What follows belongs to an exercise in optimizing a design on an open flow for small area, a short achievable clock period and few clock cycles per item; a production flow would make more cautious choices. Where RTL was checked, it was by simulation tests only, not by an equivalence proof against the original.

## mdc_b
module mdc_b(
    input ld, clk,
    input [31:0] i_a, i_b,
    output [31:0] res,
    output done);
    reg [31:0] a, b;
    reg [4:0]  k;
    reg        bo;    
    wire bz = (b == 32'd0);
    wire kz = (k == 5'd0);
    wire [31:0] bg  = b & {32{bo}};
    wire [31:0] gg = a & ~bg;
    wire [31:0] pp = ~(a ^ bg);
    reg  [31:0] G, P;
    integer i, j;
    always @* begin
        G = gg; P = pp;
        for (i = 1; i <= 5; i = i + 1)
            for (j = (1 << i) - 1; j < 32; j = j + (1 << i)) begin
                G[j] = G[j] | (P[j] & G[j - (1 << (i - 1))]);
                P[j] = P[j] & P[j - (1 << (i - 1))];
            end
        for (i = 5; i > 0; i = i - 1)
            for (j = (1 << i) + (1 << (i - 1)) - 1; j < 32; j = j + (1 << i)) begin
                G[j] = G[j] | (P[j] & G[j - (1 << (i - 1))]);
                P[j] = P[j] & P[j - (1 << (i - 1))];
            end
    end
    wire [32:0] c   = {G | P, 1'b1};
    wire [32:0] d   = {~c[32], pp ^ c[31:0]};
    wire        eq  = P[31];
    wire        neg = d[32];
    wire both_even  = ~a[0] & ~b[0];
    wire [8:0]  x   = (a[8:0] ^ bg[8:0]) | {7'd0, both_even, 1'b0};
    wire [2:0] sh = x[1] ? 3'd0 : x[2] ? 3'd1 : x[3] ? 3'd2 : x[4] ? 3'd3 :
                    x[5] ? 3'd4 : x[6] ? 3'd5 : x[7] ? 3'd6 : 3'd7;
    wire       big = (x[8:1] == 8'd0);
    wire [40:0] yx = {{9{neg}}, d[32:1]} >> sh;
    wire [31:0] ys = yx[31:0];
    wire [31:0] nb = neg ? {~ys[31:1], 1'b1} : ys;
    reg [31:0] an, bn;
    reg [4:0]  kn;
    always @* begin
        an = a; bn = b; kn = k;
        if (ld) begin
            an = i_a;
            bn = i_b;
            kn = 5'd0;
        end else if (bz) begin
            bn = 32'd0;   
            if (!kz) begin
                an = {a[30:0], 1'b0};
                kn = k - 5'd1;
            end
        end else if (both_even) begin
            an = {1'b0, b[31:1]};
  ...
==> module mdc_b, before the edit <==
module mdc_b(
    input ld, clk,
    input [31:0] i_a, i_b,
    output [31:0] res,
    output done);
    reg [31:0] a, b;
    reg [4:0]  k;
    reg        bo;    
    wire bz = (b == 32'd0);
    wire kz = (k == 5'd0);
    wire [31:0] bg  = b & {32{bo}};
    wire [31:0] gg = a & ~bg;
    wire [31:0] pp = ~(a ^ bg);
    reg  [31:0] G, P;
    integer i, j;
    always @* begin
        G = gg; P = pp;
        for (i = 1; i <= 5; i = i + 1)
            for (j = (1 << i) - 1; j < 32; j = j + (1 << i)) begin
                G[j] = G[j] | (P[j] & G[j - (1 << (i - 1))]);
                P[j] = P[j] & P[j - (1 << (i - 1))];
            end
        for (i = 5; i > 0; i = i - 1)
            for (j = (1 << i) + (1 << (i - 1)) - 1; j < 32; j = j + (1 << i)) begin
                G[j] = G[j] | (P[j] & G[j - (1 << (i - 1))]);
                P[j] = P[j] & P[j - (1 << (i - 1))];
            end
    end
    wire [32:0] c   = {G | P, 1'b1};
    wire [32:0] d   = {~c[32], pp ^ c[31:0]};
    wire        eq  = P[31];
    wire        neg = d[32];
    wire both_even  = ~a[0] & ~b[0];
    wire [8:0]  x   = (a[8:0] ^ bg[8:0]) | {7'd0, both_even, 1'b0};
    wire [2:0] sh = x[1] ? 3'd0 : x[2] ? 3'd1 : x[3] ? 3'd2 : x[4] ? 3'd3 :
                    x[5] ? 3'd4 : x[6] ? 3'd5 : x[7] ? 3'd6 : 3'd7;
    wire       big = (x[8:1] == 8'd0);
    wire [40:0] yx = {{9{neg}}, d[32:1]} >> sh;
    wire [31:0] ys = yx[31:0];
    wire [31:0] nb = neg ? {~ys[31:1], 1'b1} : ys;
    reg [31:0] an, bn;
    reg [4:0]  kn;
    always @* begin
        an = a; bn = b; kn = k;
        if (ld) begin
            an = i_a;
            bn = i_b;
            kn = 5'd0;
        end else if (bz) begin
            bn = 32'd0;   
            if (!kz) begin
                an = {a[30:0], 1'b0};
                kn = k - 5'd1;
            end
        end else if (both_even) begin
            an = {1'b0, b[31:1]};
            bn = nb;
            kn = k + 5'd1;
        end else if (!b[0] || (neg && big)) begin
            an = b;
            bn = a;
        end else begin
            if (!neg)
                an = b;
            bn = nb;
        end
    end
    always @(posedge clk) begin
        a  <= an;
        b  <= bn;
        k  <= kn;
        bo <= an[0] & bn[0];
    end
    assign res = a;
    assign done = kz & (bz | (eq & a[0]));
endmodule
export LEC_CHECK = 0
export ABC_AREA = 1
export CAP_MARGIN = 20
export CORE_MARGIN = 2
export CORE_UTILIZATION = 50
export CTS_BUF_LIST = sky130_fd_sc_hd__clkbuf_4 sky130_fd_sc_hd__clkbuf_8
export SETUP_SLACK_MARGIN = 1.7
export SLEW_MARGIN = 20
create_clock -name core_clock -period 5.5 [get_ports {clk}]
standard.sh (not shown) runs the stock make flow with config.mk's settings and CLKGATE_MAP_FILE= SYNTH_SCRIPT=/design/flow/synth_recipe.tcl, a recipe that flattens the netlist after the stock synthesis.
==> flow/flow/run.sh <==
#!/bin/bash
# Standard layout, except that the port buffers are the smallest buffer
# (sky130_fd_sc_hd__buf_1) rather than the cell buffer_ports picks by itself.
# Every input and output port still gets its own buffer.
set -o pipefail
export BUFFER_PORTS_ARGS="-inputs -outputs -buffer_cell sky130_fd_sc_hd__buf_1"
bash standard.sh > standard.log 2>&1
Testbench counts at the start, summed over its fixed seeds: cycles 72,118, items 3,200.
Change:
--- a/flow/design.v
+++ b/flow/design.v
@@ -8,7 +8,7 @@
     reg        bo;    
     wire bz = (b == 32'd0);
     wire kz = (k == 5'd0);
-    wire [31:0] bg  = b & {32{bo}};
+    wire [31:0] bg  = b;
     wire [31:0] gg = a & ~bg;
     wire [31:0] pp = ~(a ^ bg);
     reg  [31:0] G, P;
@@ -31,13 +31,15 @@
     wire        eq  = P[31];
     wire        neg = d[32];
     wire both_even  = ~a[0] & ~b[0];
-    wire [8:0]  x   = (a[8:0] ^ bg[8:0]) | {7'd0, both_even, 1'b0};
+    wire [32:0] y   = bo ? d : {1'b0, a};
+    wire [8:0]  x   = (bo ? (a[8:0] ^ b[8:0]) : a[8:0]) | {7'd0, both_even, 1'b0};
     wire [2:0] sh = x[1] ? 3'd0 : x[2] ? 3'd1 : x[3] ? 3'd2 : x[4] ? 3'd3 :
                     x[5] ? 3'd4 : x[6] ? 3'd5 : x[7] ? 3'd6 : 3'd7;
     wire       big = (x[8:1] == 8'd0);
-    wire [40:0] yx = {{9{neg}}, d[32:1]} >> sh;
+    wire        sneg = bo & neg;
+    wire [40:0] yx = {{9{sneg}}, y[32:1]} >> sh;
     wire [31:0] ys = yx[31:0];
-    wire [31:0] nb = neg ? {~ys[31:1], 1'b1} : ys;
+    wire [31:0] nb = sneg ? {~ys[31:1], 1'b1} : ys;
     reg [31:0] an, bn;
     reg [4:0]  kn;
     always @* begin
@@ -56,11 +58,11 @@
             an = {1'b0, b[31:1]};
             bn = nb;
             kn = k + 5'd1;
-        end else if (!b[0] || (neg && big)) begin
+        end else if (!b[0] || (sneg && big)) begin
             an = b;
             bn = a;
         end else begin
-            if (!neg)
+            if (!sneg)
                 an = b;
             bn = nb;
         end
Effect:
- first-iteration DRC count decreases by 7.1%
- design area increases by 3.4%
- sequential share of layout area decreases by 0.74 points
- count of clock-buffer cells in the layout decreases by 4
- worst setup slack got worse by 43 ps
- synthesized cell count increases by about 3%
- maximum frequency decreases by about 1.2%
- die area increases by 2.0%
- hold slack improved by 9.2 ps
Only the layout flow was run in the second run of this note; the RTL was not checked for function there.

==> what the ideal ports hide <==
In the flow no input, the clock included, has a driving cell. The finished layouts below were timed again as built, in two steps. Step 1: set_driving_cell puts a clkbuf_16 on clk and a buf_2 on each other input, an assumption about the parent block. Step 2, shift: input delay + t, output delay - t, t = (earliest + latest rising clock arrival at the registers) / 2. This alone moves slack from input paths to output paths. a / b / c = no drivers / after step 1 / after step 2; a / b = the first two.
run | t, ns | setup WS [ns] | clock arrival spread, ns
the first run | 0.385 | 1.901 / 1.867 / 1.957 | 0.012 / 0.012
the second run | 0.411 | 1.858 / 1.818 / 1.995 | 0.010 / 0.010
After both steps setup and hold are still met in every run listed.
